What follows belongs to an exercise in optimizing a design on an open flow for small area; a production flow would make more cautious choices.
Only simulation tests tie the RTL to the original design; equivalence was not proved.

## endeavour
module endeavour
  (
   input  wire         hardrstb,
   input  wire         softrstb,
   input  wire         clk,
   input  wire [4:0]   chipid_pads,
   input  wire [19:0]  efuse_chipid,
   output wire         do_efuse_load,
   input  wire         serialin,
   output wire         serialout,
   output wire         serialout_en,
   output wire         wstrobe,
   output wire         rstrobe,
   output wire         rshift,
   output wire [7:0]   addr,
   output wire [31:0]  wdata,
   input  wire [255:0] rdata
   );
    wire rstb = softrstb && hardrstb;
    localparam [4:0]
      START=5'd0, QUIESCENT=5'd1, WAIT_FIRSTBIT=5'd2, HIGH_BLIP=5'd3,
      HIGH_DIT=5'd4, HIGH_DMZ=5'd5, HIGH_DAH=5'd6, GOT_BIT=5'd7,
      BITGAP=5'd8, WAIT_NEXTBIT=5'd9, REALIGN=5'd10, EOT=5'd11,
      CMDX=5'd12, QUIESCENT_B=5'd13, PRE_REPLY=5'd14, RDCMD=5'd15,
      RDCMD1=5'd16, RDCMD2=5'd17, RDCMD3=5'd18, RDCMD4=5'd19,
      RDCMD5=5'd20, START2=5'd21, REPLY=5'd22, REPLYLOOP=5'd23,
      SEND_DIT=5'd24, SEND_DAH=5'd25, SEND_BITGAP=5'd26,
      EOFQUIET=5'd28, ERROR=5'd29, ERROR_EFL=5'd30, QUIESCENT2=5'd31;
    reg [4:0] fsm, fsm_d;
    reg [4:0] commid_n;    
    wire [4:0] commid = ~commid_n;
    reg       commid_known, commid_frozen;
    reg [4:0] din_sync;
    reg       din;
    always @(posedge clk or negedge rstb) begin
        if (!rstb) begin
            din_sync <= 5'b0;
            din      <= 1'b0;
        end else begin
            din_sync <= {din_sync[3:0], serialin};
  ...
export LEC_CHECK = 0
export CAP_MARGIN = 20
export CORE_MARGIN = 2
export CORE_UTILIZATION = 50
export SLEW_MARGIN = 20
create_clock -name core_clock -period 10.0 [get_ports {clk}]
standard.sh (not shown) runs the stock make flow with config.mk's settings and CLKGATE_MAP_FILE= SYNTH_SCRIPT=/design/flow/synth_recipe.tcl, a recipe that flattens the netlist after the stock synthesis.
==> flow/flow/run.sh <==
#!/bin/bash
# Layout flow: the standard flow (standard.sh), with three changes:
#  1. synthesis maps the logic with area-oriented ABC scripts
#     (flow/abc_*.script, via flow/abc_multi.tcl: each script is tried and
#     the smallest mapping is kept) instead of ORFS's speed script;
#     everything else in synthesis, including the flip-flop mapping, is the
#     standard one;
#  2. the port buffers inserted at global placement use the smallest buffer;
#  3. clock tree synthesis inserts no dummy (balancing) loads.
# Each tool's output goes to a log file in this folder and to ORFS's logs.
set -euo pipefail
W=$PWD
export ABC_SCRIPTS="$(ls "$W"/flow/abc_*.script | tr '\n' ' ')"
# synthesis script = synth_recipe.tcl, with yosys's abc command replaced
cat "$W/flow/abc_multi.tcl" "$W/synth_recipe.tcl" > "$W/area_synth.tcl"
sed "s#SYNTH_SCRIPT=[^ ]*#SYNTH_SCRIPT=$W/area_synth.tcl#" "$W/standard.sh" > "$W/area_standard.sh"
grep -q "SYNTH_SCRIPT=$W/area_synth.tcl" "$W/area_standard.sh"
export BUFFER_PORTS_ARGS="-buffer_cell sky130_fd_sc_hd__buf_1"
export CTS_ARGS="-sink_clustering_enable -repair_clock_nets -dont_use_dummy_load -buf_list sky130_fd_sc_hd__clkbuf_8"
bash "$W/area_standard.sh" > "$W/flow.log" 2>&1
Other scripts of this flow, unchanged in this note and not shown: flow/flow/abc_multi.tcl, flow/flow/abc_s7.script, flow/flow/abc_t1.script, flow/flow/abc_u2.script, flow/flow/abc_u4.script, flow/flow/abc_u6.script
==> next run, changes <==
--- a/flow/config.mk
+++ b/flow/config.mk
@@ -8,4 +8,4 @@
 export CAP_MARGIN = 20
 export CORE_MARGIN = 2
-export CORE_UTILIZATION = 50
+export CORE_UTILIZATION = 58
 export SLEW_MARGIN = 20
=> Die area came out lower by roughly a tenth. Wire length came out lower slightly. Global-route usage came out higher by 6.8 points. Core utilization came out higher by 10 points. First-iteration DRC count came out higher by well over a third. Design area came out lower slightly. Critical path depth does not change.
==> next run, changes <==
--- a/flow/config.mk
+++ b/flow/config.mk
@@ -8,4 +8,4 @@
 export CAP_MARGIN = 20
 export CORE_MARGIN = 2
-export CORE_UTILIZATION = 58
+export CORE_UTILIZATION = 55
 export SLEW_MARGIN = 20
Outcome: The changed run went through all stages and came out clean; final area stays flat; flip-flop and latch count stays the same; wire length went up by 2.6%.

==> separate check: timing with driven ports <==
The results above use ideal ports. As a check the final layouts listed here were re-extracted and re-timed, cells and wires unchanged.
Step 1 (the two cells are an assumption about what drives the block):
set clk [get_ports {clk}]
set_driving_cell -lib_cell sky130_fd_sc_hd__clkbuf_16 $clk
set_driving_cell -lib_cell sky130_fd_sc_hd__buf_2 [delete_from_list [all_inputs] $clk]
Step 2, shift: input delay + t, output delay - t, t = (earliest + latest rising clock arrival at the registers) / 2. This alone moves slack from input paths to output paths.
Slacks: ideal ports / drivers / drivers and shift; pairs: ideal ports / drivers.
| run | t, ns | setup slack, ns | hold WS [ns] | clock arrival spread, ns |
|---|---|---|---|---|
| the first run | 0.400 | 4.805 / 4.769 / 5.169 | 0.352 / 0.352 / 0.352 | 0.029 / 0.029 |
| the second run | 0.398 | 4.781 / 4.744 / 5.142 | 0.352 / 0.352 / 0.352 | 0.034 / 0.034 |
| the third run | 0.413 | 4.981 / 4.945 / 5.358 | 0.347 / 0.347 / 0.347 | 0.031 / 0.030 |
After both steps every run listed still meets setup and hold.
